This design comes from an exercise in tuning for small area on the open sky130 flow, not from production work. Where RTL was checked, it was by simulation tests only, not by an equivalence proof against the original. The RTL of runs 1 to 4 was laid out without a check of its function. Power is estimated from default activity; no workload was simulated.

==> design.v <==
module RISCV(
  input  clock,
  input  reset,
  input  io_rx,
  input  io_readyToReadProgram,
  input  io_runProgram,
  output io_tx,
  output io_idleLED,
  output io_listeningLED,
  output io_runningLED
);
  function [4:0] dbNext(input [4:0] s);
    dbNext = {s[3:0], s[4] ^ s[2] ^ (s[3:0] == 4'd0)};
  endfunction
  function [5:0] cnt6Next(input [5:0] s);
    cnt6Next = {s[5] ^ (s[4:0] == 5'b10000), dbNext(s[4:0])};
  endfunction
  function [3:0] bitNext(input [3:0] s);
    bitNext = {s[2:0], s[3] ^ s[2]};
  endfunction
  localparam [9:0] LZ = 10'h3ff, L867 = 10'h00c, L432 = 10'h042;
  function [9:0] timNext(input [9:0] s);
    timNext = {s[8:0], s[9] ^ s[6]};
  endfunction
  localparam [3:0] RB9 = 4'd13, RB1 = 4'd8, RB0 = 4'd1;
  localparam [3:0] TB11 = 4'd3, TB0 = 4'd1;
  reg readyPrev, runPrev, stRun, stListen, capture;
  wire readyRise = io_readyToReadProgram & ~readyPrev;
  wire runRise = io_runProgram & ~runPrev;
  always @(posedge clock) begin
    if (reset) begin
      readyPrev <= 1'b0;
      runPrev <= 1'b0;
      stRun <= 1'b0;
      stListen <= 1'b0;
      capture <= 1'b0;
    end else begin
      readyPrev <= io_readyToReadProgram;
      runPrev <= io_runProgram;
      stRun <= io_runProgram | (stRun & ~readyRise);
      stListen <= ~io_runProgram & (readyRise | stListen);
      capture <= ~runRise & (readyRise | capture);
    end
  end
  assign io_idleLED = ~stRun & ~stListen;
  assign io_listeningLED = stListen;
  assign io_runningLED = stRun;
  reg s1, s2, fprev;
  reg [7:0] rsh;
  reg [9:0] rcnt;
  reg [3:0] rbits;
  reg rval;
  wire rzero = rcnt == LZ;
  wire falling = ~s2 & fprev;
  reg [5:0] qc;           
  wire full = qc[5];
  wire doEnq = capture & rval & ~full;
  always @(posedge clock) begin
    s1 <= io_rx;
    s2 <= s1;
    fprev <= s2;
    if (rzero & rbits != RB0 & rbits != RB9)
      rsh <= {s2, rsh[7:1]};
    if (reset) begin
      rcnt <= L867;
      rbits <= RB0;
      rval <= 1'b0;
    end else begin
      if (!rzero)
        rcnt <= timNext(rcnt);
      else if (rbits != RB0) begin
        rcnt <= L867;
        rbits <= bitNext(rbits);
      end else if (falling) begin
        rcnt <= L432;
        rbits <= RB9;
      end
      if (rval & ~(capture & full))
        rval <= 1'b0;
      else if (rzero & rbits == RB1)
        rval <= 1'b1;
    end
  end
  reg [5:0] rc;
  reg cpend;
  wire wstay;
  wire clrReq = readyRise | cpend;
  always @(posedge clock) begin
    if (reset)
      qc <= 6'd0;
    else if (doEnq)
      qc <= cnt6Next(qc);
    if (reset) begin
      rc <= 6'd0;
      cpend <= 1'b0;
    end else begin
      if (doEnq)
        rc <= cnt6Next(rc);
      else if (clrReq & ~wstay)
        rc <= 6'd0;
      cpend <= ~doEnq & clrReq & wstay;
    end
  end
  reg [4:0] ph;
  reg clr;
  reg wpend;
  reg [255:0] ring;
  wire [4:0] phNext = dbNext(ph);
  wire commit = wpend & (phNext == rc[4:0]);
  assign wstay = wpend & ~commit;
  wire [7:0] headOld = clr ? 8'd0 : ring[7:0];
  always @(posedge clock) begin
    ring <= {commit ? rsh : headOld, ring[255:8]};
    if (reset) begin
      ph <= 5'd0;
      clr <= 1'b1;
      wpend <= 1'b0;
    end else begin
      ph <= phNext;
      if (ph == 5'b10000)
        clr <= 1'b0;
      if (doEnq)
        wpend <= 1'b1;
      else if (commit)
        wpend <= 1'b0;
    end
  end
  reg sending;
  reg [5:0] idx;
  reg bstate, bpend;
  reg [7:0] bdata;
  wire issue = sending & ~bstate;
  wire [5:0] idxNext = cnt6Next(idx);
  wire eqLow = idxNext[4:0] == rc[4:0];
  wire last = cpend ? (idxNext == 6'd0) : (eqLow & (idxNext[5] == rc[5]));
  wire wmatch = wpend & eqLow;
  always @(posedge clock) begin
    if (reset)
      sending <= 1'b0;
    else if (sending) begin
      if (~bstate & last)
        sending <= 1'b0;
    end else if (runRise)
      sending <= 1'b1;
    if (~sending & runRise)
      idx <= 6'd0;
    else if (issue & ~last)
      idx <= idxNext;
  end
  reg [9:0] tcnt;
  reg [3:0] tbits;
  reg [8:0] tsh;
  reg tpend;
  wire tzero = tcnt == LZ;
  wire tready = tzero & (tbits == TB0);
  wire take = bstate & tready;
  wire fetchB = bpend & (bdata[4:0] == ph);
  wire fetchT = tpend & (tsh[5:1] == ph);
  always @(posedge clock) begin
    if (reset)
      bstate <= 1'b0;
    else if (~bstate)
      bstate <= sending;
    else if (tready)
      bstate <= 1'b0;
    if (issue) begin
      bdata <= idx[5] ? 8'd0 : wmatch ? rsh : {3'd0, idx[4:0]};
      bpend <= ~idx[5] & ~wmatch;
    end else if (fetchB) begin
      bdata <= headOld;
      bpend <= 1'b0;
    end
  end
  always @(posedge clock) begin
    if (reset) begin
      tcnt <= LZ;
      tbits <= TB0;
      tsh <= 9'h1ff;
      tpend <= 1'b0;
    end else begin
      tcnt <= tzero ? L867 : timNext(tcnt);
      if (tzero & tbits != TB0) begin
        tsh <= {1'b1, tsh[8:1]};
        tbits <= bitNext(tbits);
      end else if (take) begin
        tsh <= {fetchB ? headOld : bdata, 1'b0};
        tbits <= TB11;
        tpend <= bpend & ~fetchB;
      end else if (fetchT) begin
        tsh[8:1] <= headOld;
        tpend <= 1'b0;
      end
    end
  end
  assign io_tx = tsh[0];
endmodule
==> flow/run.sh <==
#!/bin/bash
# The standard layout (the standard.sh, standard synthesis unchanged) with
# two changes to how the layout is built:
#  - clock tree synthesis adds no dummy loads and clusters up to 20 flip-flops
#    per leaf buffer, using small clock buffers;
#  - the port buffers the standard flow inserts use the smallest buffer.
export CTS_ARGS="-sink_clustering_enable -repair_clock_nets -dont_use_dummy_load -sink_clustering_size 20 -sink_clustering_max_diameter 60 -buf_list {sky130_fd_sc_hd__clkbuf_4 sky130_fd_sc_hd__clkbuf_8}"
export BUFFER_PORTS_ARGS="-buffer_cell sky130_fd_sc_hd__buf_1"
bash standard.sh finish > standard.log 2>&1
==> standard.sh <==
#!/bin/bash
# synth_recipe.tcl (not shown) runs the flow's synth.tcl, then flattens the netlist and writes it again
# the make line also repeats each setting of config.mk as NAME=value (left out here)
make -C /OpenROAD-flow-scripts/flow DESIGN_CONFIG=/design/flow/config.mk WORK_HOME=/design/flow/orfs CLKGATE_MAP_FILE= SYNTH_SCRIPT=/design/flow/synth_recipe.tcl "${@:-finish}"
==> config.mk <==
export PLATFORM = sky130hd
export DESIGN_NAME = RISCV
export DESIGN_NICKNAME = RISCV
export VERILOG_FILES = /design/flow/design.v
export SDC_FILE = /design/flow/constraint.sdc
export NUM_CORES = 4
export LEC_CHECK = 0
export CAP_MARGIN = 20
export CORE_MARGIN = 2
export CORE_UTILIZATION = 40
export SLEW_MARGIN = 20
==> constraint.sdc <==
create_clock -name core_clock -period 10.0 [get_ports {clock}]
set_input_delay 2.0000 -clock core_clock [delete_from_list [all_inputs] [get_ports {clock}]]
set_output_delay 2.0000 -clock core_clock [all_outputs]
set_load 0.01 [all_outputs]
==> results.txt, run 1 <==
- Root Driver: clkbuf_8
- Cts bufs inserted: 23
- Final Max Tran Viols: 0
- Layout cells sized above 1: 6.92%
- Routed length on met1: 6640 um
- Initial Util: 40.6%
- Buf/Inv on CP: 1
- Post-DP HPWL: 7930 um
- Setup CP Type: reg -> out
- Worst slew pin tran: 1.03 ns
- Post-synth EDFFs: 9
- DR DRC count: 0
- Largest delay contributor family on the critical path: flip-flops
- First-pass DRT Iterations: 6
- Leakage Power: 3.72 nW
- GRT Total Usage: 11.3%
- Post-placement cell count: 941
- Die Area: 0.0241 mm2
- Average size of a mapped cell: 13.7 um2
- Final setup fails: 0
- Cells after synthesis: 665
- Post-Syn Nets: 674
- Clock transition at the registers of the reported paths: 0.10 ns
- Max incr delay on CP: 0.34 ns
- Placement row count: 55
- Fill count: 2016
- Max VDD drop: 0.0951 mV
- DRT iter0 DRCs: 306
- Vias in the first global route: 4597
- Worst Setup End Kind: output port
- P per Cell Area: 230 mW/mm2
- Setup crit start kind: register
- Port bufs: 8
- Total grt overflow: 0
- WL met3: 441 um
- Worst-path cell chain: nor2_1 -> buf_1
- Predominant post-synthesis flop cell: dfxtp_1
- H-tree Lvls: 1
- Final period utilization: 31.3%
- Post-Syn Area: 0.00913 mm2
- WL met2: 5580 um
- Async SR Flop Fraction: 0%
- Finished Layout Cells: 964
- Post-synth cell types: 54
- Register area share after synthesis: 77.3%
- CTS max path bufs: 3
- CTS tree: built
- Setup Skew: 0.0526 ns
- Die Y: 155 um
- Max-Cap Viols: 0
- Largest net degree at the start of global routing: 67
- Antenna Cells: 0
- First-pass GRT wire length: 22500 um
- Core ar.: 0.0225 mm2
- Post-cts resize count: 0
- Status: complete, no violations
- Area growth syn-to-layout: 6.88%
- IO Count: 9
- Worst Path Arrival: 1.13 ns
- Final #Nets: 690
- WL final: 13000 um
- Clk latency of the worst-skew pair: 0.54 ns
- Post-CTS Hold Buffers: 0
- Final Total Pwr: 0.00225 W
- Final hold viol count: 0
- Worst endpoint required time: 8.00 ns
- Initial antenna violation count: 0
- RSZ-0062 raised after global routing: no
- Minimum clock period: 3.13 ns
- Max_slew headroom: 31.0%
- DR top layer: met4
- Slowest CP cell: dfxtp_1
- Vias after detailed routing: 4478
- Die X: 155 um
- Commonest non-fill, non-tap cells in the layout: 339 x dfxtp_1, 33 x nand2_1, 31 x nor2_1, 23 x a21oi_1, 23 x clkbuf_8
- Synthesis Warnings: 1
- Commonest non-fill, non-tap cell in the layout: dfxtp_1
- Avg WL per Cell: 13.5 um
- Seq cells post-synth: 348
- Setup TNS: 0 ns
- Critical Path Fanout Max: 3
- Max frequency: 320 MHz
- Hold Path Class: reg -> reg
- Via density: 4.65
- Clk sinks: 348
- Buffer count from post-CTS setup fixing: 0
- ANT nets after route: 0
- RD Place Congestion: 0.783
kinds of logic (layout without fill, tap and decap cells):
group           after synthesis  after routing  synth area share, %
flops                       348            348                 77.3
fa+ha+maj                     4              4                0.548
buf+inv                      29             43                 1.45
mux                          23             23                 2.63
xor+xnor                     25             25                 2.56
simple gates                151            151                 8.88
compound gates               85             85                 6.65
state kept, by name, summed over array words and instances, names as in the netlist, 4 cells and up:
| signal | count |
|---|---|
| ph | 5 |
| rsh | 8 |
| bdata | 8 |
| tcnt | 10 |
| rcnt | 10 |
| tbits | 4 |
| rbits | 4 |
| qc | 6 |
| rc | 6 |
| idx | 6 |
| tsh | 9 |
| ring | 256 |
per-stage QoR:
stage	hold slack (ns)	utilization, %	area, um2	setup WS, ns
after floorplan	0.310	-	9130	7.03
after global placement	0.312	42.0	9440	6.82
after detailed placement	0.312	42.0	9440	6.74
after CTS	0.300	43.4	9760	6.82
after global routing	0.300	43.4	9760	6.77
final	0.306	43.4	9760	6.87
where the power goes:
part	internal, W	total, W	switching, W
clock	0.000208	0.000583	0.000375
combinational	0.0000864	0.000194	0.000108
sequential	0.00143	0.00147	0.0000376
total	0.00173	0.00225	0.000521
final timing paths:
check	start	to	slack, ns	cells past startpoint
setup / recovery	stListen	io_idleLED	6.87	2
hold / removal	ring[214]	ring[206]	0.31	0
setup reg to reg	idx[1]	idx[2]	7.32	5
hold reg to reg	ring[214]	ring[206]	0.31	0
area by class of cell:
class | count | area, um2 | area share [%]
clock buffers | 23 | 317 | 3.24
well taps | 285 | 357 | 3.65
repair buffers | 11 | 53.8 | 0.551
inverters | 9 | 33.8 | 0.346
multi-input cells | 288 | 1940 | 19.9
flip-flops and latches | 348 | 7060 | 72.3
cells in the mapped netlist, drive strengths merged (3+ instances only):
cell	count	area, um2
dfxtp	339	6790
nand2	36	143
nor2	32	136
a21oi	23	115
nor2b	22	138
a221o	15	150
mux2i	15	150
xnor2	14	123
nand2b	12	75.1
nor3	11	55.1
o22ai	11	68.8
a21o	10	75.1
buf	10	61.3
clkbuf	10	37.5
o21ai	10	50.1
xor2	10	87.6
edfxtp	9	270
inv	9	33.8
mux2	8	90.1
nand3	6	30.0
and2	4	25.0
ha	4	50.1
nand3b	4	30.0
nand4	4	25.0
nor4	4	40.0
or2	4	25.0
or3	4	25.0
and3	3	20.0
o2bb2ai	3	26.3
routing by layer:
metal	up-vias	track usage, %
li1	2241	-
met1	2147	15.9
met2	58	17.3
met3	32	2.31
met4	0	3.88
met5	-	0
==> run 2: changes to the inputs <==
==> flow/run.sh (replaced) <==
#!/bin/bash
# The standard layout (the standard.sh, standard synthesis unchanged) with
# two changes to how the layout is built:
#  - clock tree synthesis adds no dummy loads and clusters up to 24 flip-flops
#    per leaf buffer, using small clock buffers;
#  - the port buffers the standard flow inserts use the smallest buffer.
export CTS_ARGS="-sink_clustering_enable -repair_clock_nets -dont_use_dummy_load -sink_clustering_size 24 -sink_clustering_max_diameter 50 -buf_list {sky130_fd_sc_hd__clkbuf_4 sky130_fd_sc_hd__clkbuf_8}"
export BUFFER_PORTS_ARGS="-buffer_cell sky130_fd_sc_hd__buf_1"
bash standard.sh finish > standard.log 2>&1
==> run 2 against run 1 <==
Against the previous run: sequential share of layout area shrank 0.20 points; sequential power barely moved; design area grew 0.28%; maximum frequency grew 0.80%; clock skew shrank 0.0058 ns; power grew 0.90%; global-route usage is essentially flat; final cell count rose by 0.21%; hold slack worse by 0.022 ns; clock-buffer cell count grew 2; synthesized area unchanged; still clean; first-iteration DRC count rose by 7.5%.
==> results.txt, run 2 <==
- Status: complete, no violations
- Worst slew pin tran: 1.03 ns
- First-pass GRT wire length: 22400 um
- Setup TNS: 0 ns
- Vias in the first global route: 4585
- Async SR Flop Fraction: 0%
- Core ar.: 0.0225 mm2
- Largest area contributor in the netlist: dfxtp_1
- Root Driver: clkbuf_8
- Buffer count from post-CTS setup fixing: 0
- Cells after synthesis: 665
- Max_slew headroom: 30.8%
- Top-area cell type share of the netlist area: 74.3%
- RD Place Congestion: 0.783
- Post-Syn Area: 0.00913 mm2
- Reg power frac: 64.9%
- Synthesis Warnings: 1
- Final period utilization: 31.0%
- Combinational Power Share: 8.6%
- Area growth syn-to-layout: 7.18%
- Setup Skew: 0.0468 ns
- Commonest non-fill, non-tap cells in the layout: 339 x dfxtp_1, 33 x nand2_1, 31 x nor2_1, 25 x clkbuf_8, 23 x a21oi_1
- Average size of a mapped cell: 13.7 um2
- Post-DP HPWL: 7930 um
- Antenna Cells: 0
- Final setup fails: 0
- Register area share after synthesis: 77.3%
- Fin worst setup slack: 6.90 ns
- GRT Total Usage: 11.3%
- P per Cell Area: 232 mW/mm2
- Setup crit start kind: register
- WL final: 13000 um
- Met1 Resource Use GR: 15.8%
- Setup CP Type: reg -> out
- Cts bufs inserted: 25
- Clk pwr share: 26.6%
- Clk latency of the worst-skew pair: 0.55 ns
- Die Y: 155 um
- Vias after detailed routing: 4496
- Largest regs: ring: 256 flops, rcnt: 10 flops, tcnt: 10 flops
- Critical Path Fanout Max: 3
- ANT nets after route: 0
- Worst-path cell chain: nor2_1 -> buf_1
- Post-Syn Nets: 674
- Total grt overflow: 0
- Hold slack: 0.284 ns
- Minimum clock period: 3.10 ns
- Worst endpoint required time: 8.00 ns
- Placement row count: 55
- Avg WL per Cell: 13.5 um
- DP Worst Slack: 6.74 ns
- Max VDD drop: 0.125 mV
- Util after Layout: 43.5%
- GR Util met3: 2.62%
- Layout cells sized above 1: 7.20%
- Port bufs: 8
- Largest net degree at the start of global routing: 67
- Initial Util: 40.6%
- Slowest CP cell: dfxtp_1
- DRT iter0 DRCs: 329
- Post-CTS Hold Buffers: 0
- Via density: 4.65
- Max frequency: 322 MHz
- Leakage Power: 3.74 nW
- CTS tree: built
- Sw frac: 23.1%
- Post-synth EDFFs: 9
- Worst Setup End Kind: output port
- Initial antenna violation count: 0
- Commonest cells in the synthesized netlist: 339 x dfxtp_1, 33 x nand2_1, 31 x nor2_1
- Worst Path Arrival: 1.10 ns
- Seq cells post-synth: 348
- Predominant post-synthesis flop cell: dfxtp_1
- GR Util met2: 17.2%
- Count leader, synth: dfxtp_1
- Final Max Tran Viols: 0
- RSZ-0062 raised after global routing: no
- Clk sinks: 348
- Post-synth cell types: 54
- IO Count: 9
- Die X: 155 um
- Area contributors post-synth: dfxtp_1 74%, edfxtp_1 3.0%, a221o_1 1.6%
- DR DRC count: 0
- Max-Cap Viols: 0
- Max incr delay on CP: 0.32 ns
- Clock transition at the registers of the reported paths: 0.11 ns
- Max reg flops: 256
- Internal: 0.00174 W
- Post-cts resize count: 0
- First-pass DRT Iterations: 5
- GRT busiest layer: met2
- Commonest non-fill, non-tap cell in the layout: dfxtp_1
- Sw Pwr: 0.000524 W
- CTS max path bufs: 3
- H-tree Lvls: 1
- Die Area: 0.0241 mm2
- Most flop-heavy register: ring
- Hold Path Class: reg -> reg
- Final hold viol count: 0
- Final #Nets: 692
run 2: cell families (layout without fill, tap and decap cells):
logic type | Yosys count | in the layout | synth area share (%)
adders and majority gates | 4 | 4 | 0.548
AOI/OAI and AO/OA | 85 | 85 | 6.65
DFF | 348 | 348 | 77.3
buffers and inverters | 29 | 45 | 1.45
xor gates and xnor gates | 25 | 25 | 2.56
muxes | 23 | 23 | 2.63
and+or+nand+nor | 151 | 151 | 8.88
run 2: metrics by stage:
stage,cells,cell area (um2),power (W)
4_1_cts,966,9790,0.00230
3_3_place_gp,941,9440,0.00169
2_1_floorplan,665,9130,0.00166
6_report,966,9790,0.00227
5_1_grt,966,9790,0.00237
3_5_place_dp,941,9440,0.00170
run 2: metal layers:
metal	share of wire (%)	vias to the layer above	wire, um
met2	44	68	5700
met4	2.5	0	324
li1	-	2247	-
met5	0	-	0
met3	3.8	25	496
met1	50	2156	6500
run 2: worst paths after layout:
| check | endpoint | startpoint | cells past startpoint | slack [ns] |
|---|---|---|---|---|
| min reg2reg | ring[111] | ring[119] | 0 | 0.28 |
| max | io_idleLED | stListen | 2 | 6.90 |
| max reg2reg | idx[2] | idx[0] | 5 | 7.35 |
| min | ring[111] | ring[119] | 0 | 0.28 |
run 2: critical path: cells and delay by family (launching register included):
kind / cells / cell delay [ns]
AND/OR/NAND/NOR: 1 / 0.10
flip-flops: 1 / 0.32
buffers and inverters: 1 / 0.17
run 2: area by class of cell:
cell class | instances | area, um2
repair buffers | 11 | 53.8
multi-input cells | 288 | 1940
inverters | 9 | 33.8
fillers | 2015 | 12700
flip-flops and latches | 348 | 7060
well taps | 285 | 357
clock buffers | 25 | 344
run 2: power groups by stage:
| stage | clock network [W] | logic (W) | registers (W) |
|---|---|---|---|
| after detailed placement | 0 | 0.000195 | 0.00150 |
| after CTS | 0.000634 | 0.000196 | 0.00147 |
| after global placement | 0 | 0.000188 | 0.00150 |
| after floorplan | 0 | 0.000169 | 0.00149 |
| after global routing | 0.000684 | 0.000212 | 0.00148 |
| final | 0.000602 | 0.000194 | 0.00147 |
==> run 3: changes to the inputs <==
--- a/design.v
+++ b/design.v
@@ -151,3 +151,3 @@
   reg [3:0] tbits;
-  reg [8:0] tsh;
+  reg [7:0] tsh;           
   reg tpend;
@@ -157,3 +157,4 @@
   wire fetchB = bpend & (bdata[4:0] == ph);
-  wire fetchT = tpend & (tsh[5:1] == ph);
+  wire fetchT = tpend & (tsh[4:0] == ph);
+  wire tstart = tbits == TB11;
   always @(posedge clock) begin
@@ -177,3 +178,3 @@
       tbits <= TB0;
-      tsh <= 9'h1ff;
+      tsh <= 8'hff;
       tpend <= 1'b0;
@@ -182,6 +183,7 @@
       if (tzero & tbits != TB0) begin
-        tsh <= {1'b1, tsh[8:1]};
+        if (~tstart)
+          tsh <= {1'b1, tsh[7:1]};
         tbits <= bitNext(tbits);
       end else if (take) begin
-        tsh <= {fetchB ? headOld : bdata, 1'b0};
+        tsh <= fetchB ? headOld : bdata;
         tbits <= TB11;
@@ -189,3 +191,3 @@
       end else if (fetchT) begin
-        tsh[8:1] <= headOld;
+        tsh <= headOld;
         tpend <= 1'b0;
@@ -194,3 +196,3 @@
   end
-  assign io_tx = tsh[0];
+  assign io_tx = tsh[0] & ~tstart;
 endmodule
==> flow/run.sh (replaced) <==
#!/bin/bash
# The standard layout (the standard.sh, standard synthesis unchanged) with
# two changes to how the layout is built:
#  - clock tree synthesis adds no dummy loads and clusters up to 12 flip-flops
#    per leaf buffer, using small clock buffers;
#  - the port buffers the standard flow inserts use the smallest buffer.
export CTS_ARGS="-sink_clustering_enable -repair_clock_nets -dont_use_dummy_load -sink_clustering_size 12 -sink_clustering_max_diameter 40 -buf_list {sky130_fd_sc_hd__clkbuf_4}"
export BUFFER_PORTS_ARGS="-buffer_cell sky130_fd_sc_hd__buf_1"
bash standard.sh finish > standard.log 2>&1
==> run 3 against run 2 <==
Against the previous run: power down 3.2%; highest routed layer unchanged; sequential power about the same; hold slack got worse by 0.0065 ns; setup slack worse by 0.56 ns; first-iteration DRC count is 11% lower.
==> results.txt, run 3 <==
- H-tree Lvls: 2
- First-pass GRT wire length: 22100 um
- Setup CP Type: reg -> out
- Post-placement cell count: 959
- ANT nets after route: 0
- Max VDD drop: 0.0758 mV
- Initial Util: 40.4%
- Sw frac: 23.5%
- Worst Path Arrival: 1.66 ns
- Register area share after synthesis: 77.4%
- Clk sinks: 347
- Max_slew headroom: 32.4%
- P per Cell Area: 227 mW/mm2
- CTS max path bufs: 3
- Post-Syn Nets: 696
- Max frequency: 273 MHz
- Max-Cap Viols: 0
- Port bufs: 8
- Layout cells sized above 1: 7.84%
- WL final: 13100 um
- Post-DP HPWL: 8110 um
- Top-area cell type share of the netlist area: 74.4%
- Avg WL per Cell: 13.1 um
- Cts bufs inserted: 40
- Commonest non-fill, non-tap cell in the layout: dfxtp_1
- Status: complete, no violations
- CTS tree: built
- Final period utilization: 36.6%
- Post-route cell area: 0.00969 mm2
- Clk pwr share: 25.7%
- Most flop-heavy register: ring
- Post-synth cell types: 54
- Count leader, synth: dfxtp_1
- Die X: 155 um
- RSZ-0062 raised after global routing: no
- Critical Path Fanout Max: 4
- Setup crit start kind: register
- Clock transition at the registers of the reported paths: 0.11 ns
- Largest net degree at the start of global routing: 48
- Final Max Tran Viols: 0
- Total grt overflow: 0
- Worst slew pin tran: 1.01 ns
- Via density: 4.70
- Vias in the first global route: 4629
- Post-CTS Hold Buffers: 0
- Final Total Pwr: 0.00220 W
- Area contributors post-synth: dfxtp_1 74%, edfxtp_1 3.0%, nand2_1 2.5%
- Final setup fails: 0
- Post-Syn Area: 0.00909 mm2
- Finished Layout Cells: 1000
- Root Driver: clkbuf_4
- Synthesis Warnings: 1
- Clk latency of the worst-skew pair: 0.62 ns
- Vias after detailed routing: 4700
- First-pass DRT Iterations: 5
- Area growth syn-to-layout: 6.55%
- Die Area: 0.0240 mm2
- Internal: 0.00168 W
- DP Area: 0.00939 mm2
- RD Place Congestion: 0.783
- Reg power frac: 66.6%
- Largest regs: ring: 256 flops, rcnt: 10 flops, tcnt: 10 flops
- Largest area contributor in the netlist: dfxtp_1
- Setup Skew: 0.0755 ns
- Setup TNS: 0 ns
- Hold Path Class: reg -> reg
- Die Y: 155 um
- DRT iter0 DRCs: 294
- Max reg flops: 256
- Leakage Power: 3.77 nW
- Final #Nets: 725
- Initial antenna violation count: 1
- Post-synth EDFFs: 9
- Post-cts resize count: 0
- Seq cells post-synth: 347
- Commonest non-fill, non-tap cells in the layout: 338 x dfxtp_1, 60 x nand2_1, 40 x clkbuf_4, 38 x nor2_1, 23 x a21oi_1
- Cells after synthesis: 687
- Combinational Power Share: 7.7%
- Predominant post-synthesis flop cell: dfxtp_1
- Hold slack: 0.278 ns
- GRT Total Usage: 11.3%
- DR DRC count: 0
- Worst endpoint required time: 8.00 ns
- Minimum clock period: 3.66 ns
- Sw Pwr: 0.000516 W
- Async SR Flop Fraction: 0%
- Average size of a mapped cell: 13.2 um2
- Placement row count: 55
- IO Count: 9
- Commonest cells in the synthesized netlist: 338 x dfxtp_1, 60 x nand2_1, 38 x nor2_1
- Core ar.: 0.0225 mm2
- Buffer count from post-CTS setup fixing: 0
- Worst Setup End Kind: output port
- Final hold viol count: 0
run 3: cell count changes in the layout (fill, tap and decap cells not counted), moves of 6 or more:
cell      previous run  this run
a221o_1             15         1
a21o_1              10         0
nand2_1             33        60
xnor2_1             14         8
nand2b_1            12         3
clkbuf_8            25         0
xor2_1              10        16
clkbuf_4             0        40
nor2_1              31        38
run 3: power by group through the flow:
stage | Combinational (W) | Sequential [W] | Clock, W
finish | 0.000170 | 0.00146 | 0.000564
global placement | 0.000164 | 0.00149 | 0
detailed placement | 0.000172 | 0.00149 | 0
global route | 0.000194 | 0.00147 | 0.000659
floorplan | 0.000148 | 0.00148 | 0
CTS | 0.000172 | 0.00146 | 0.000604
run 3: worst paths after layout:
kind | slack, ns | end | cells past startpoint | start
max | 6.34 | io_tx | 4 | tbits[2]
min | 0.28 | ring[94] | 0 | ring[102]
max reg2reg | 7.29 | idx[5] | 6 | idx[1]
min reg2reg | 0.28 | ring[94] | 0 | ring[102]
run 3: cell type report:
cell class | instances | area (um2)
flip-flops and latches | 347 | 7040
fillers | 2053 | 12800
multi-input cells | 305 | 1910
well taps | 285 | 357
clock buffers | 40 | 300
inverters | 14 | 52.6
repair buffers | 8 | 31.3
diodes | 1 | 2.50
run 3: metrics by stage:
step | setup WS [ns] | utilization, %
after CTS | 6.25 | 43.0
after floorplan | 7.05 | -
after detailed placement | 6.01 | 41.7
final | 6.34 | 43.1
after global routing | 6.19 | 43.1
after global placement | 6.13 | 41.7
run 3: cell families (layout without fill, tap and decap cells):
kind of cell,Yosys count,count (layout),synth area share [%]
AO/OA/AOI/OAI,88,88,6.69
XOR/XNOR,25,25,2.57
adder cells (fa/ha/maj),4,4,0.550
buffers and inverters,35,62,1.62
flip-flops,347,347,77.4
multiplexers,22,22,2.53
other,0,1,0
AND/OR/NAND/NOR,166,166,8.65
run 3: metal layers:
layer  part of all wire [%]  GRT usage (%)
met5                      0              0
met4                    2.9           5.42
met3                    4.3           3.08
met2                     44           16.8
met1                     49           15.3
run 3: worst max-delay path, stage by stage, from the launching register on:
cell	delay, ns
dfxtp_1	0.33
inv_1	0.06
ha_1	0.23
a31oi_1	0.25
buf_1	0.20
==> run 4: changes to the inputs <==
==> flow/run.sh (replaced) <==
#!/bin/bash
# The standard layout (standard.sh) with three changes to how the layout
# is made; the design, clock period and constraints are the standard flow's.
#  1. Synthesis is the standard script (synth_recipe.tcl) with one change:
#     the combinational logic is mapped by ABC with flow/abc_area.script, an
#     area-oriented script (delay-relaxed &nf mapping, then downsizing),
#     instead of ORFS's speed script.  Flip-flops are mapped before ABC runs,
#     so the registers, their names and cells are those of standard synthesis.
#  2. Clock tree synthesis adds no dummy loads and clusters up to 12
#     flip-flops on each clkbuf_4.
#  3. Port buffers use the smallest buffer, sky130_fd_sc_hd__buf_1.
# Each tool's output is in orfs/logs (one log per step) and flow.log.
set -euo pipefail
HERE=$(pwd)
{ head -n 1 synth_recipe.tcl; cat flow/abc_override.tcl; tail -n +2 synth_recipe.tcl; } > my_synth.tcl
sed "s#SYNTH_SCRIPT=[^ ]*synth_recipe.tcl#SYNTH_SCRIPT=$HERE/my_synth.tcl#" standard.sh > my_standard.sh
grep -q "SYNTH_SCRIPT=$HERE/my_synth.tcl" my_standard.sh
export MY_ABC_SCRIPT=$HERE/flow/abc_area.script
export CTS_ARGS="-sink_clustering_enable -repair_clock_nets -dont_use_dummy_load -sink_clustering_size 12 -sink_clustering_max_diameter 40 -buf_list {sky130_fd_sc_hd__clkbuf_4}"
export BUFFER_PORTS_ARGS="-buffer_cell sky130_fd_sc_hd__buf_1"
bash my_standard.sh finish > flow.log 2>&1
==> flow/abc_area.script (new file) <==
&get -n
&st
&dch
&nf -R 1000
&put
topo
dnsize -c
==> flow/abc_override.tcl (new file) <==
# Give Yosys's abc call (the mapping of the combinational logic) the
# area-oriented script flow/abc_area.script instead of ORFS's speed script.
# Flip-flops are mapped before this step, so they are the standard ones.
proc abc {args} {
  set i [lsearch $args -script]
  if { $i >= 0 } {
    set args [lreplace $args [expr {$i + 1}] [expr {$i + 1}] $::env(MY_ABC_SCRIPT)]
  }
  yosys abc {*}$args
}
==> run 4 against run 3 <==
Against the previous run: maximum frequency decreased by 2.8%; design area down 1.6%; still clean on timing, DRC and antenna; via count fell by 3.2%; power increased by 1.4%; register-to-register slack got worse by 0.14 ns.
==> results.txt, run 4 <==
- Most flop-heavy register: ring
- Final hold viol count: 0
- P per Cell Area: 233 mW/mm2
- Fin worst setup slack: 6.23 ns
- RSZ-0062 raised after global routing: no
- Leakage Power: 3.75 nW
- Max-Cap Viols: 0
- Cells after synthesis: 655
- Worst slew pin tran: 1.15 ns
- Hold slack: 0.304 ns
- Largest regs: ring: 256 flops, rcnt: 10 flops, tcnt: 10 flops
- Setup TNS: 0 ns
- Commonest non-fill, non-tap cell in the layout: dfxtp_1
- Hold Path Class: reg -> reg
- Post-Syn Nets: 664
- WL final: 12900 um
- Max frequency: 265 MHz
- Clk sinks: 347
- Vias after detailed routing: 4550
- Async SR Flop Fraction: 0%
- Layout cells sized above 1: 5.97%
- Root Driver: clkbuf_4
- ANT nets after route: 0
- Status: complete, no violations
- Hold Crit Depth: 0
- Final period utilization: 37.7%
- Placement row count: 54
- Initial Util: 40.7%
- Minimum clock period: 3.77 ns
- Util after Layout: 43.8%
- Setup crit start kind: register
- IO Count: 9
- Commonest non-fill, non-tap cells in the layout: 338 x dfxtp_1, 51 x nor2_1, 45 x nand2_1, 39 x clkbuf_4, 25 x a21oi_1
- Die Area: 0.0233 mm2
- FF-to-FF Start: tcnt[4]
- Post-placement cell count: 945
- DP Worst Slack: 6.09 ns
- Synthesis Warnings: 1
- Slowest CP cell: dfxtp_1
- Cts bufs inserted: 39
- Setup Skew: 0.0559 ns
- Worst Path Arrival: 1.77 ns
- Post-DP HPWL: 7920 um
- Average size of a mapped cell: 13.5 um2
- Avg WL per Cell: 13.1 um
- Clk latency of the worst-skew pair: 0.62 ns
- Hold path startpoint: ring[240]
- Top-area cell type share of the netlist area: 76.5%
- Area growth syn-to-layout: 7.79%
- Hold worst-path end: ring[232]
- Worst endpoint required time: 8.00 ns
- Max incr delay on CP: 0.37 ns
- Total grt overflow: 0
- RD Place Congestion: 0.843
- Buffer count from post-CTS setup fixing: 0
- Seq cells post-synth: 347
- Max reg flops: 256
- Post-CTS Hold Buffers: 0
- Max VDD drop: 0.113 mV
- Post-synth EDFFs: 9
- DRT iter0 DRCs: 279
- CTS max path bufs: 3
- Final setup fails: 0
- Largest net degree at the start of global routing: 45
- Antenna Cells: 0
- Critical Path Fanout Max: 3
- Post-cts resize count: 0
- Final Max Tran Viols: 0
- Port bufs: 8
- R2r endpoint: tsh[2]
- H-tree Lvls: 2
- Vias in the first global route: 4635
- Post-Syn Area: 0.00885 mm2
- Finished Layout Cells: 984
- Initial antenna violation count: 0
- Die X: 153 um
- Fill count: 2005
- First-pass GRT wire length: 22300 um
- Count leader, synth: dfxtp_1
- Max_slew headroom: 22.7%
- R2R depth: 9
- First-pass DRT Iterations: 4
- Worst-path cell chain: clkinv_1 -> ha_1 -> a31oi_1 -> buf_1
- Via density: 4.62
- Clock transition at the registers of the reported paths: 0.11 ns
- Core ar.: 0.0218 mm2
- Predominant post-synthesis flop cell: dfxtp_1
- Commonest cells in the synthesized netlist: 338 x dfxtp_1, 51 x nor2_1, 45 x nand2_1
- Worst R2R Setup Slack: 7.15 ns
- CTS tree: built
- Final #Nets: 715
- Post-synth cell types: 35
- Worst Setup End Kind: output port
- Largest area contributor in the netlist: dfxtp_1
- GRT Total Usage: 11.5%
- Die Y: 153 um
- Area contributors post-synth: dfxtp_1 76%, edfxtp_1 3.1%, nor2_1 2.2%
- DR DRC count: 0
- Register area share after synthesis: 79.5%
- Setup CP Type: reg -> out
[run 4: changes by cell type in the layout (fill, tap and decap cells not counted), sizes merged, moves of 4 or more]
cell	previous run	this run
clkinv	1	10
o22ai	15	11
o21ai	12	17
nand2	60	45
a211o	5	1
a311oi	4	0
inv	13	0
a211oi	6	12
nor2	38	51
nor4	3	7
a22oi	0	7
[run 4: critical path: cells and delay by family (launching register included)]
| kind | cells | cell delay, ns |
|---|---|---|
| AO/OA/AOI/OAI | 1 | 0.29 |
| adder cells (fa/ha/maj) | 1 | 0.21 |
| buffers and inverters | 2 | 0.29 |
| flip-flops | 1 | 0.37 |
[run 4: power by group]
group          switching (W)  internal (W)
Combinational       0.000115     0.0000756
Clock               0.000383      0.000181
Sequential         0.0000391       0.00143
Total               0.000538       0.00169
[run 4: cells by family (layout without fill, tap and decap cells)]
logic type,count (synthesis),in the layout,share of synthesized area (%)
adder cells (fa/ha/maj),4,4,0.566
multiplexers,20,20,2.38
XOR/XNOR,25,25,2.47
AND/OR/NAND/NOR,163,163,8.58
AO/OA/AOI/OAI,86,86,6.05
flip-flops,347,347,79.5
buffers and inverters,10,59,0.424
[run 4: worst max path at each step]
stage	from	depth (start not counted)	to	slack (ns)
after CTS	tbits[2]	4	io_tx	6.20
after global routing	tbits[2]	4	io_tx	6.10
after detailed placement	reset	4	qc[2]	6.09
after global placement	reset	4	qc[2]	6.18
after floorplan	tcnt[3]	7	tsh[7]	6.95
final	tbits[2]	4	io_tx	6.23
[run 4: metal layers]
metal | vias to the layer above | part of all wire [%] | track usage [%]
met5 | - | 0 | 0
met4 | 0 | 3.6 | 5.07
met3 | 40 | 4.7 | 2.90
met2 | 83 | 42 | 17.2
met1 | 2127 | 50 | 15.7
li1 | 2300 | - | -
[run 4: final cells by class]
class	instances	area (um2)	area share, %
Clock buffer	39	293	3.07
Inverter	10	37.5	0.394
Multi-Input combinational cell	298	1770	18.6
Sequential cell	347	7040	73.8
Tap cell	280	350	3.67
Timing Repair Buffer	10	46.3	0.485
[run 4: per-stage QoR]
| step | power (W) | area, um2 |
|---|---|---|
| after global routing | 0.00234 | 9540 |
| after CTS | 0.00226 | 9540 |
| after global placement | 0.00168 | 9250 |
| after detailed placement | 0.00169 | 9250 |
| final | 0.00223 | 9540 |
| after floorplan | 0.00164 | 8850 |
==> run 5: changes to the inputs <==
--- a/design.v
+++ b/design.v
@@ -157,3 +157,3 @@
   wire fetchB = bpend & (bdata[4:0] == ph);
-  wire fetchT = tpend & (tsh[4:0] == ph);
+  wire fetchT = tpend & (ph == 5'd0);
   wire tstart = tbits == TB11;
==> run 5 against run 4 <==
Against the previous run: largest power group unchanged; critical path type unchanged; final cell count shrank 1.2%; sequential cell count is the same; power shrank 0.19%.
==> results.txt, run 5 <==
- Minimum clock period: 3.76 ns
- ANT nets after route: 0
- Status: complete, no violations
- Max incr delay on CP: 0.39 ns
- Post-DP HPWL: 7740 um
- Root Driver: clkbuf_4
- Post-CTS Hold Buffers: 0
- Count leader, synth: dfxtp_1
- Die Area: 0.0232 mm2
- Post-cts resize count: 0
- Avg WL per Cell: 13.1 um
- Area contributors post-synth: dfxtp_1 77%, edfxtp_1 3.1%, nor2_1 2.1%
- Clock transition at the registers of the reported paths: 0.11 ns
- IO Count: 9
- Area occupied by multi-input gates: 0.00173 mm2
- Largest regs: ring: 256 flops, rcnt: 10 flops, tcnt: 10 flops
- Max reg flops: 256
- Initial antenna violation count: 0
- Worst Setup End Kind: output port
- Sequential cell area: 0.00704 mm2
- RSZ-0062 raised after global routing: no
- First-pass DRT Iterations: 4
- Antenna Cells: 0
- Final #Nets: 703
- Largest area contributor in the netlist: dfxtp_1
- Seq cells post-synth: 347
- CTS max path bufs: 3
- Buffer count from post-CTS setup fixing: 0
- Post-Syn Area: 0.00880 mm2
- Post-synth EDFFs: 9
- Post-Syn Nets: 653
- Area growth syn-to-layout: 7.75%
- First-pass GRT wire length: 21700 um
- Final hold viol count: 0
- Worst Path Arrival: 1.76 ns
- Cells after synthesis: 644
- Max_slew headroom: 31.0%
- Cts bufs inserted: 39
- Max VDD drop: 0.119 mV
- Post-synth cell types: 37
- CTS tree: built
- WL final: 12700 um
- Core ar.: 0.0217 mm2
- Die X: 152 um
- Slowest CP cell: dfxtp_1
- Average size of a mapped cell: 13.7 um2
- Commonest non-fill, non-tap cell in the layout: dfxtp_1
- Clk latency of the worst-skew pair: 0.63 ns
- Port bufs: 8
- RD Place Congestion: 0.796
- Total grt overflow: 0
- Setup CP Type: reg -> out
- Placement row count: 54
- GRT Total Usage: 11.2%
- Vias in the first global route: 4458
- DR DRC count: 0
- P per Cell Area: 234 mW/mm2
- Finished Layout Cells: 972
- Predominant post-synthesis flop cell: dfxtp_1
- Register area share after synthesis: 80.0%
- Synthesis Warnings: 1
- Post-placement cell count: 933
- Worst slew pin tran: 1.03 ns
- Worst endpoint required time: 8.00 ns
- Die Y: 152 um
- Via density: 4.61
- DRT iter0 DRCs: 230
- Leakage Power: 3.75 nW
- Final Max Tran Viols: 0
- Commonest non-fill, non-tap cells in the layout: 338 x dfxtp_1, 49 x nor2_1, 40 x nand2_1, 39 x clkbuf_4, 24 x a21oi_1
- Top-area cell type share of the netlist area: 76.9%
- Setup TNS: 0 ns
- Hold slack: 0.256 ns
- Max frequency: 266 MHz
- Fill count: 1970
- Vias after detailed routing: 4484
- H-tree Lvls: 2
- Layout cells sized above 1: 5.92%
- Initial Util: 40.6%
- Setup Skew: 0.0682 ns
- Worst-path cell chain: clkinv_1 -> ha_1 -> a31oi_1 -> buf_1
- Final setup fails: 0
- Commonest cells in the synthesized netlist: 338 x dfxtp_1, 49 x nor2_1, 40 x nand2_1
- Most flop-heavy register: ring
- Max-Cap Viols: 0
- Clk sinks: 347
- Setup crit start kind: register
- Async SR Flop Fraction: 0%
- Final period utilization: 37.6%
- Hold Path Class: reg -> reg
- Critical Path Fanout Max: 3
- Largest net degree at the start of global routing: 45
[run 5: cell types whose count changed after synthesis]
cell | previous run | this run
nand2_1 | 45 | 40
a211o_1 | 1 | 4
nor2_1 | 51 | 49
xnor2_1 | 7 | 3
xor2_1 | 18 | 17
a211oi_1 | 12 | 9
o211a_1 | 0 | 1
nor2b_1 | 18 | 19
clkinv_1 | 10 | 9
a31o_1 | 0 | 1
nand4_1 | 4 | 3
a21oi_1 | 25 | 24
nor3_1 | 12 | 9
o21ai_0 | 17 | 21
[run 5: per-stage QoR]
step	setup WS, ns	power [W]	utilization [%]	area [um2]
after global placement	6.16	0.00168	42.4	9190
final	6.24	0.00222	43.7	9480
after detailed placement	6.04	0.00169	42.4	9190
after global routing	6.10	0.00234	43.7	9480
after CTS	6.15	0.00225	43.7	9480
after floorplan	7.02	0.00164	-	8800
[run 5: worst max-delay path: cells and delay by family, from the launching register on]
family	cells	cell delay (ns)
flops	1	0.39
buf+inv	2	0.28
compound gates	1	0.27
fa+ha+maj	1	0.21
[run 5: routing by layer]
layer	vias up	track usage (%)	part of all wire [%]
li1	2270	-	-
met1	2112	15.5	49
met2	74	16.9	44
met3	28	2.93	4.1
met4	0	4.36	2.2
met5	-	0	0
[run 5: worst paths after layout]
| check | start | end | slack (ns) | cells after the start |
|---|---|---|---|---|
| worst max register to register | tcnt[3] | tsh[0] | 7.17 | 8 |
| worst min-delay path | ring[114] | ring[106] | 0.26 | 0 |
| worst max-delay path | tbits[2] | io_tx | 6.24 | 4 |
| worst min register to register | ring[114] | ring[106] | 0.26 | 0 |
[run 5: where the power goes]
part | switching [W] | internal (W) | total [W]
registers | 0.0000355 | 0.00143 | 0.00147
clock network | 0.000381 | 0.000181 | 0.000562
logic | 0.000115 | 0.0000754 | 0.000190
[run 5: final cells by class]
class                           instances  area share (%)
Clock buffer                           39            3.09
Tap cell                              280            3.70
Multi-Input combinational cell        288            18.2
Inverter                                9           0.356
Sequential cell                       347            74.2
Timing Repair Buffer                    9           0.409
[run 5: cell families (layout without fill, tap and decap cells)]
| group | after synthesis | in the layout | synth area share (%) |
|---|---|---|---|
| flops | 347 | 347 | 80.0 |
| fa+ha+maj | 4 | 4 | 0.569 |
| compound gates | 91 | 91 | 6.51 |
| simple gates | 153 | 153 | 8.16 |
| buf+inv | 9 | 57 | 0.384 |
| mux | 20 | 20 | 2.39 |
| xor+xnor | 20 | 20 | 1.99 |
==> run 6: changes to the inputs <==
--- a/flow/run.sh
+++ b/flow/run.sh
@@ -18,3 +18,3 @@
 export MY_ABC_SCRIPT=$HERE/flow/abc_area.script
-export CTS_ARGS="-sink_clustering_enable -repair_clock_nets -dont_use_dummy_load -sink_clustering_size 12 -sink_clustering_max_diameter 40 -buf_list {sky130_fd_sc_hd__clkbuf_4}"
+export CTS_ARGS="-sink_clustering_enable -repair_clock_nets -dont_use_dummy_load -sink_clustering_size 8 -sink_clustering_max_diameter 30 -buf_list {sky130_fd_sc_hd__clkbuf_2 sky130_fd_sc_hd__clkbuf_4}"
 export BUFFER_PORTS_ARGS="-buffer_cell sky130_fd_sc_hd__buf_1"
==> run 6 against run 5 <==
Against the previous run: sequential share of layout area shrank 0.76 points; hold slack gained 0.045 ns; sequential cell count is the same; register-to-register slack gained 0.03 ns; core utilization grew 0.45 points; routed wire length grew 0.59%; clock-buffer cell count grew 13; largest power group unchanged.
==> results.txt, run 6 <==
- Final period utilization: 37.8%
- P per Cell Area: 239 mW/mm2
- RSZ-0062 raised after global routing: no
- Area occupied by multi-input gates: 0.00173 mm2
- Total grt overflow: 0
- Clock transition at the registers of the reported paths: 0.08 ns
- CTS tree: built
- Largest area contributor in the netlist: dfxtp_1
- Cells after synthesis: 644
- Max incr delay on CP: 0.37 ns
- Cts bufs inserted: 52
- Register area share after synthesis: 80.0%
- Seq cells post-synth: 347
- Sequential cell area: 0.00704 mm2
- DRT iter0 DRCs: 231
- ANT nets after route: 0
- Largest net degree at the start of global routing: 45
- Slowest CP cell: dfxtp_1
- Vias after detailed routing: 4559
- Largest delay contributor family on the critical path: flip-flops
- Setup crit start kind: register
- First-pass DRT Iterations: 4
- WL final: 12800 um
- Most flop-heavy register: ring
- Antenna Cells: 0
- Worst Path Arrival: 1.78 ns
- Initial Util: 40.6%
- Final Max Tran Viols: 0
- Buf/Inv on CP: 2
- GRT Total Usage: 11.2%
- Post-synth EDFFs: 9
- H-tree Lvls: 2
- Worst slew pin tran: 1.03 ns
- Max_slew headroom: 31.3%
- Max VDD drop: 0.141 mV
- Clk latency of the worst-skew pair: 0.64 ns
- Post-CTS Hold Buffers: 0
- Core ar.: 0.0217 mm2
- Critical Path Fanout Max: 3
- Predominant post-synthesis flop cell: dfxtp_1
- Die Area: 0.0232 mm2
- CTS max path bufs: 3
- RD Place Congestion: 0.796
- Post-synth cell types: 37
- IO Count: 9
- Average size of a mapped cell: 13.7 um2
- Final setup fails: 0
- Post-route cell area: 0.00958 mm2
- DR DRC count: 0
- Setup CP Type: reg -> out
- Vias in the first global route: 4523
- Commonest non-fill, non-tap cell in the layout: dfxtp_1
- Final hold viol count: 0
- Leakage Power: 3.81 nW
- Async SR Flop Fraction: 0%
- DP Area: 0.00919 mm2
- Top-area cell type share of the netlist area: 76.9%
- Setup Skew: 0.0453 ns
- Post-Syn Nets: 653
- Largest regs: ring: 256 flops, rcnt: 10 flops, tcnt: 10 flops
- First-pass GRT wire length: 21700 um
- Area growth syn-to-layout: 8.86%
- Worst-path cell chain: clkinv_1 -> ha_1 -> a31oi_1 -> buf_1
- Final #Nets: 716
- Clk sinks: 347
- Die X: 152 um
- Count leader, synth: dfxtp_1
- Commonest cells in the synthesized netlist: 338 x dfxtp_1, 49 x nor2_1, 40 x nand2_1
- Max frequency: 264 MHz
- Synthesis Warnings: 1
- Commonest non-fill, non-tap cells in the layout: 338 x dfxtp_1, 52 x clkbuf_4, 49 x nor2_1, 40 x nand2_1, 24 x a21oi_1
- Fill count: 1963
- Post-DP HPWL: 7740 um
- Buffer count from post-CTS setup fixing: 0
- Via density: 4.63
- Setup TNS: 0 ns
- Post-Syn Area: 0.00880 mm2
- Placement row count: 54
- Hold Path Class: reg -> reg
- Area contributors post-synth: dfxtp_1 77%, edfxtp_1 3.1%, nor2_1 2.1%
- Root Driver: clkbuf_4
- Layout cells sized above 1: 7.66%
- Port bufs: 8
- Minimum clock period: 3.78 ns
- Avg WL per Cell: 13.0 um
- Worst Setup End Kind: output port
- Status: complete, no violations
- Initial antenna violation count: 0
- Max-Cap Viols: 0
- Worst endpoint required time: 8.00 ns
- Max reg flops: 256
- Die Y: 152 um
- Post-cts resize count: 0
## run 6: per-stage QoR
stage	hold slack, ns	worst slack (ns)	total power (W)	instances	util (%)
after detailed placement	0.312	6.04	0.00169	933	42.4
after CTS	0.295	6.13	0.00234	985	44.2
after floorplan	0.310	7.02	0.00164	644	-
after global placement	0.310	6.16	0.00168	933	42.4
after global routing	0.299	6.05	0.00243	985	44.2
final	0.301	6.22	0.00229	985	44.2
## run 6: layout make-up
type / instances / share of cell area [%]
Sequential cell: 347 / 73.5
Multi-Input combinational cell: 288 / 18.0
Clock buffer: 52 / 4.08
Tap cell: 280 / 3.66
Timing Repair Buffer: 9 / 0.405
Inverter: 9 / 0.353
## run 6: logic make-up after synthesis
family / Yosys count / share of synthesized area [%]
adder cells (fa/ha/maj): 4 / 0.569
AO/OA/AOI/OAI: 91 / 6.51
AND/OR/NAND/NOR: 153 / 8.16
flip-flops: 347 / 80.0
multiplexers: 20 / 2.39
buffers and inverters: 9 / 0.384
XOR/XNOR: 20 / 1.99
## run 6: layer usage
metal	global-route usage, %	vias up	part of all wire (%)
li1	-	2303	-
met1	15.5	2142	50
met2	16.5	92	43
met3	3.50	22	4.7
met4	4.49	0	1.6
met5	0	-	0
## run 6: final timing paths
check / start / end / cells after the start / slack [ns]
min: ring[56] / ring[48] / 0 / 0.30
max: tbits[2] / io_tx / 4 / 6.22
min reg2reg: ring[56] / ring[48] / 0 / 0.30
max reg2reg: tcnt[0] / tsh[5] / 8 / 7.20
## run 6: power breakdown
group	switching, W	internal (W)	total [W]
clock network	0.000396	0.000239	0.000634
logic	0.000114	0.0000754	0.000190
registers	0.0000353	0.00143	0.00147
==> run 7: changes to the inputs <==
--- a/flow/run.sh
+++ b/flow/run.sh
@@ -18,3 +18,3 @@
 export MY_ABC_SCRIPT=$HERE/flow/abc_area.script
-export CTS_ARGS="-sink_clustering_enable -repair_clock_nets -dont_use_dummy_load -sink_clustering_size 8 -sink_clustering_max_diameter 30 -buf_list {sky130_fd_sc_hd__clkbuf_2 sky130_fd_sc_hd__clkbuf_4}"
+export CTS_ARGS="-sink_clustering_enable -repair_clock_nets -dont_use_dummy_load -sink_clustering_size 13 -sink_clustering_max_diameter 40 -buf_list {sky130_fd_sc_hd__clkbuf_4}"
 export BUFFER_PORTS_ARGS="-buffer_cell sky130_fd_sc_hd__buf_1"
==> run 7 against run 6 <==
Against the previous run: via count shrank 2.1%; largest power group unchanged; hold slack lost 0.018 ns; critical path type unchanged; critical endpoint unchanged; synthesized area is the same; power shrank 3.5%; clock skew grew 0.039 ns; core utilization shrank 0.52 points; routed wire length shrank 0.67%; setup slack gained 0.012 ns; register-to-register slack is essentially flat; still clean; first-iteration DRC count shrank 3.5%; clock power shrank 13%; sequential power is essentially flat.
==> results.txt, run 7 <==
- Status: complete, no violations
- Setup crit start kind: register
- Final Total Pwr: 0.00221 W
- Largest regs: ring: 256 flops, rcnt: 10 flops, tcnt: 10 flops
- Clock transition at the registers of the reported paths: 0.12 ns
- Commonest cells in the synthesized netlist: 338 x dfxtp_1, 49 x nor2_1, 40 x nand2_1
- DRT iter0 DRCs: 223
- Area growth syn-to-layout: 7.58%
- Final hold viol count: 0
- Final #Nets: 701
- Final setup fails: 0
- Worst-path cell chain: clkinv_1 -> ha_1 -> a31oi_1 -> buf_1
- Average size of a mapped cell: 13.7 um2
- Cells after synthesis: 644
- Worst slew pin tran: 1.03 ns
- Initial antenna violation count: 0
- Largest delay contributor family on the critical path: flip-flops
- Worst Path Arrival: 1.77 ns
- Minimum clock period: 3.77 ns
- Placement row count: 54
- GRT Total Usage: 11.1%
- Port bufs: 8
- Vias in the first global route: 4400
- First-pass GRT wire length: 21600 um
- Largest net degree at the start of global routing: 45
- Worst R2R Setup Slack: 7.20 ns
- Final period utilization: 37.7%
- Setup Skew: 0.0844 ns
- Setup CP Type: reg -> out
- Initial Util: 40.6%
- Clk sinks: 347
- Max incr delay on CP: 0.39 ns
- Total grt overflow: 0
- Predominant post-synthesis flop cell: dfxtp_1
- Worst Setup End Kind: output port
- Post-synth cell types: 37
- Die Y: 152 um
- Post-Syn Area: 0.00880 mm2
- Final Max Tran Viols: 0
- Largest area contributor in the netlist: dfxtp_1
- Post-Syn Nets: 653
- Register area share after synthesis: 80.0%
- CTS tree: built
- Avg WL per Cell: 13.1 um
- Synthesis Warnings: 1
- RD Place Congestion: 0.796
- CTS max path bufs: 3
- Slowest CP cell: dfxtp_1
- Clk latency of the worst-skew pair: 0.63 ns
- Cts bufs inserted: 37
- Count leader, synth: dfxtp_1
- Max frequency: 265 MHz
- WL final: 12700 um
- FF-to-FF Start: tcnt[0]
- Core ar.: 0.0217 mm2
- DR DRC count: 0
- Area contributors post-synth: dfxtp_1 77%, edfxtp_1 3.1%, nor2_1 2.1%
- Crit path from: tbits[2]
- Top-area cell type share of the netlist area: 76.9%
- Root Driver: clkbuf_4
- Seq cells post-synth: 347
- Antenna Cells: 0
- Max reg flops: 256
- Via density: 4.60
- RSZ-0062 raised after global routing: no
- ANT nets after route: 0
- Max_slew headroom: 30.8%
- Setup TNS: 0 ns
- Vias after detailed routing: 4465
- Hold Path Class: reg -> reg
- IO Count: 9
- H-tree Lvls: 2
- Max-Cap Viols: 0
- Max VDD drop: 0.122 mV
- Hold path startpoint: ring[184]
- Post-synth EDFFs: 9
- Post-cts resize count: 0
- Most flop-heavy register: ring
- Worst endpoint required time: 8.00 ns
- Leakage Power: 3.74 nW
- Critical Path Fanout Max: 3
- Layout cells sized above 1: 5.65%
- Post-CTS Hold Buffers: 0
- Commonest non-fill, non-tap cells in the layout: 338 x dfxtp_1, 49 x nor2_1, 40 x nand2_1, 37 x clkbuf_4, 24 x a21oi_1
- Async SR Flop Fraction: 0%
- Commonest non-fill, non-tap cell in the layout: dfxtp_1
- P per Cell Area: 234 mW/mm2
- Buffer count from post-CTS setup fixing: 0
- First-pass DRT Iterations: 4
- Buf/Inv on CP: 2
- Die X: 152 um
- Die Area: 0.0232 mm2
- Post-DP HPWL: 7740 um
## run 7: changes by cell type in the layout (fill, tap and decap cells not counted)
cell | previous run | this run
clkbuf_4 | 52 | 37
## run 7: cell type report
class	count	area, um2
Sequential cell	347	7040
Timing Repair Buffer	9	38.8
Fill cell	1960	12200
Inverter	9	33.8
Clock buffer	37	278
Tap cell	280	350
Multi-Input combinational cell	288	1730
## run 7: power by group
group / internal, W / total, W / switching [W]
Sequential: 0.00143 / 0.00147 / 0.0000357
Combinational: 0.0000754 / 0.000190 / 0.000114
Clock: 0.000172 / 0.000553 / 0.000381
Total: 0.00168 / 0.00221 / 0.000531
## run 7: worst paths after layout
check,endpoint,cells past startpoint
worst max-delay path,io_tx,4
worst min register to register,ring[176],0
worst max register to register,tsh[0],8
worst min-delay path,ring[176],0
## run 7: logic make-up (layout without fill, tap and decap cells)
family                     count (synthesis)  after routing  share of synthesized area, %
AOI/OAI and AO/OA                         91             91                          6.51
xor gates and xnor gates                  20             20                          1.99
adders and majority gates                  4              4                         0.569
buffers and inverters                      9             55                         0.384
DFF                                      347            347                          80.0
muxes                                     20             20                          2.39
and+or+nand+nor                          153            153                          8.16
## run 7: per-stage QoR
stage	std cells	setup WS (ns)	hold slack (ns)	utilization [%]	area [um2]
after floorplan	644	7.02	0.310	-	8800
after global placement	933	6.16	0.310	42.4	9190
after detailed placement	933	6.04	0.312	42.4	9190
after CTS	970	6.16	0.290	43.6	9460
after global routing	970	6.11	0.284	43.6	9460
final	970	6.23	0.283	43.6	9460
## run 7: layer usage
| layer | track usage (%) | wire [um] |
|---|---|---|
| met1 | 15.6 | 6420 |
| met2 | 16.7 | 5470 |
| met3 | 2.93 | 513 |
| met4 | 4.01 | 291 |
| met5 | 0 | 0 |
## run 7: worst register-to-register path: cells and delay by family (launching register included)
family                 cells  cell delay, ns
AO/OA/AOI/OAI              5            1.38
buffers and inverters      1            0.23
flip-flops                 1            0.34
AND/OR/NAND/NOR            2            0.74
==> run 8: changes to the inputs <==
--- a/flow/run.sh
+++ b/flow/run.sh
@@ -18,3 +18,3 @@
 export MY_ABC_SCRIPT=$HERE/flow/abc_area.script
-export CTS_ARGS="-sink_clustering_enable -repair_clock_nets -dont_use_dummy_load -sink_clustering_size 13 -sink_clustering_max_diameter 40 -buf_list {sky130_fd_sc_hd__clkbuf_4}"
+export CTS_ARGS="-sink_clustering_enable -repair_clock_nets -dont_use_dummy_load -sink_clustering_size 14 -sink_clustering_max_diameter 25 -buf_list {sky130_fd_sc_hd__clkbuf_4}"
 export BUFFER_PORTS_ARGS="-buffer_cell sky130_fd_sc_hd__buf_1"
==> run 8 against run 7 <==
Against the previous run: power grew 7.4%; maximum frequency grew 0.94%; via count increased by 2.8%; hold slack got worse by 0.022 ns; first-iteration DRC count rose by 0.90%; critical endpoint unchanged; sequential power hardly changed; setup slack improved by 0.035 ns; combinational power hardly changed; final cell count rose by 3.0%; synthesized area unchanged.
==> results.txt, run 8 <==
- Slowest CP cell: dfxtp_1
- GRT Total Usage: 11.6%
- Total grt overflow: 0
- Commonest cells in the synthesized netlist: 338 x dfxtp_1, 49 x nor2_1, 40 x nand2_1
- Post-Syn Nets: 653
- Die X: 152 um
- H-tree Lvls: 3
- Initial Util: 40.6%
- Most flop-heavy register: ring
- Status: complete, no violations
- Clk pwr share: 30.2%
- Hold Crit Depth: 0
- Seq cells post-synth: 347
- Top-area cell type share of the netlist area: 76.9%
- Largest regs: ring: 256 flops, rcnt: 10 flops, tcnt: 10 flops
- Port bufs: 8
- Worst Setup End Kind: output port
- Worst endpoint required time: 8.00 ns
- Post-synth EDFFs: 9
- Layout cells sized above 1: 9.46%
- DRT iter0 DRCs: 225
- Commonest non-fill, non-tap cells in the layout: 338 x dfxtp_1, 66 x clkbuf_4, 49 x nor2_1, 40 x nand2_1, 24 x a21oi_1
- Max frequency: 268 MHz
- Worst slew pin tran: 1.02 ns
- Max reg flops: 256
- Worst Path Arrival: 1.73 ns
- ANT nets after route: 0
- Setup CP Type: reg -> out
- Leakage Power: 3.88 nW
- Die Area: 0.0232 mm2
- WL final: 13000 um
- Final Max Tran Viols: 0
- Sw Pwr: 0.000564 W
- Vias in the first global route: 4659
- Post-Syn Area: 0.00880 mm2
- Commonest non-fill, non-tap cell in the layout: dfxtp_1
- Register area share after synthesis: 80.0%
- Antenna Cells: 0
- Initial antenna violation count: 0
- Predominant post-synthesis flop cell: dfxtp_1
- Average size of a mapped cell: 13.7 um2
- Max_slew headroom: 31.5%
- Setup TNS: 0 ns
- Area occupied by multi-input gates: 0.00173 mm2
- Clock transition at the registers of the reported paths: 0.08 ns
- Placement row count: 54
- First-pass GRT wire length: 22100 um
- Root Driver: clkbuf_4
- Largest area contributor in the netlist: dfxtp_1
- Final setup fails: 0
- Buffer count from post-CTS setup fixing: 0
- Reg power frac: 61.8%
- IO Count: 9
- Final hold viol count: 0
- Area contributors post-synth: dfxtp_1 77%, edfxtp_1 3.1%, nor2_1 2.1%
- P per Cell Area: 245 mW/mm2
- Worst-path cell chain: clkinv_1 -> ha_1 -> a31oi_1 -> buf_1
- Setup crit start kind: register
- Post-DP HPWL: 7740 um
- Post-CTS Hold Buffers: 0
- DR DRC count: 0
- First-pass DRT Iterations: 4
- Vias after detailed routing: 4589
- Max VDD drop: 0.105 mV
- Avg WL per Cell: 13.0 um
- Die Y: 152 um
- Count leader, synth: dfxtp_1
- Async SR Flop Fraction: 0%
- Max-Cap Viols: 0
- Final period utilization: 37.3%
- Critical Path Fanout Max: 3
- Sw frac: 23.7%
- Hold Path Class: reg -> reg
- Number of cells on the critical path: 4
- Internal: 0.00181 W
- Clk sinks: 347
- R2R depth: 8
- Max incr delay on CP: 0.36 ns
- Buf/Inv on CP: 2
- Final #Nets: 730
- Fin worst setup slack: 6.27 ns
- DP Worst Slack: 6.04 ns
- Largest net degree at the start of global routing: 45
- CTS max path bufs: 3
- Fill count: 1961
- Combinational Power Share: 8.0%
- Sequential cell area: 0.00704 mm2
- RSZ-0062 raised after global routing: no
- Minimum clock period: 3.73 ns
- Post-synth cell types: 37
- Area growth syn-to-layout: 10.1%
- Post-cts resize count: 0
- CTS tree: built
- Cts bufs inserted: 66
- Cells after synthesis: 644
- Largest delay contributor family on the critical path: flip-flops
- Synthesis Warnings: 1
- RD Place Congestion: 0.796
- Via density: 4.59
- Core ar.: 0.0217 mm2
- Util after Layout: 44.6%
- Setup Skew: 0.0653 ns
- Clk latency of the worst-skew pair: 0.63 ns
run 8: cell counts after synthesis:
Identical to the previous run, type by type.
run 8: cell families after synthesis:
kind of cell / share of synthesized area (%)
fa+ha+maj: 0.569
simple gates: 8.16
flops: 80.0
xor+xnor: 1.99
mux: 2.39
buf+inv: 0.384
compound gates: 6.51
run 8: power groups by stage:
stage	Sequential [W]	Combinational, W	Clock (W)
4_1_cts	0.00147	0.000190	0.000757
6_report	0.00147	0.000190	0.000717
3_5_place_dp	0.00150	0.000189	0
2_1_floorplan	0.00149	0.000147	0
5_1_grt	0.00148	0.000216	0.000823
3_3_place_gp	0.00150	0.000180	0
run 8: final timing paths:
check / from / endpoint / slack, ns
setup reg to reg: tcnt[4] / tsh[0] / 7.17
setup / recovery: tbits[2] / io_tx / 6.27
hold / removal: ring[240] / ring[232] / 0.26
hold reg to reg: ring[240] / ring[232] / 0.26
run 8: layout make-up:
class,count,area share (%)
clock buffer,66,5.12
inverter,9,0.349
multi-input combinational,288,17.8
sequential,347,72.7
tap,280,3.62
timing repair buffer,9,0.401
run 8: routing by layer:
layer  routed length (um)  part of all wire [%]  vias up  track usage, %
met5                    0                     0        -               0
met2                 5720                    44       83            16.8
li1                     -                     -     2334               -
met4                  267                   2.1        0            5.30
met1                 6530                    50     2143            15.3
met3                  469                   3.6       29            4.41
run 8: per-stage QoR:
| stage | area (um2) | hold slack, ns | power (W) | cells |
|---|---|---|---|---|
| 6_report | 9680 | 0.261 | 0.00238 | 999 |
| 5_1_grt | 9680 | 0.253 | 0.00252 | 999 |
| 4_1_cts | 9680 | 0.249 | 0.00242 | 999 |
| 3_5_place_dp | 9190 | 0.312 | 0.00169 | 933 |
| 3_3_place_gp | 9190 | 0.310 | 0.00168 | 933 |
| 2_1_floorplan | 8800 | 0.310 | 0.00164 | 644 |

-- re-timing with driven ports --
How much do the figures lean on ideal ports? The routed layouts below were timed once more, with nothing changed but the port constraints.
Step 1 (the two cells are an assumption about what drives the block):
set clk [get_ports {clock}]
set_driving_cell -lib_cell sky130_fd_sc_hd__clkbuf_16 $clk
set_driving_cell -lib_cell sky130_fd_sc_hd__buf_2 [delete_from_list [all_inputs] $clk]
Step 2 adds t to the input delays and takes it off the output delays; t is the mean of the earliest and latest rising clock arrival at the registers after step 1. Input paths then give back, and output paths get back, about the clock's delay inside the block.
Slacks: ideal ports / drivers / drivers and shift; pairs: ideal ports / drivers.
run | t (ns) | setup WS [ns] | latest minus earliest clock arrival (ns) | worst register clock-pin slew, ns | worst data-port slew with drivers (ns)
run 1 | 0.556 | 6.872 / 6.832 / 6.713 | 0.052 / 0.052 | 0.12 / 0.12 | 0.03
run 2 | 0.570 | 6.897 / 6.857 / 6.730 | 0.064 / 0.064 | 0.12 / 0.12 | 0.03
run 3 | 0.627 | 6.336 / 6.298 / 5.987 | 0.081 / 0.081 | 0.12 / 0.12 | 0.03
run 4 | 0.635 | 6.229 / 6.193 / 6.028 | 0.060 / 0.060 | 0.12 / 0.12 | 0.03
run 5 | 0.629 | 6.243 / 6.207 / 6.033 | 0.081 / 0.081 | 0.12 / 0.12 | 0.03
run 6 | 0.641 | 6.219 / 6.186 / 6.021 | 0.054 / 0.055 | 0.09 / 0.09 | 0.03
run 7 | 0.622 | 6.230 / 6.194 / 6.014 | 0.085 / 0.084 | 0.12 / 0.12 | 0.03
run 8 | 0.641 | 6.265 / 6.230 / 5.964 | 0.076 / 0.076 | 0.11 / 0.11 | 0.03
After both steps every run listed still meets setup and hold. The setup slack of run 3, which loses most, moves by -0.038 ns with the drivers and by -0.349 ns with both steps.
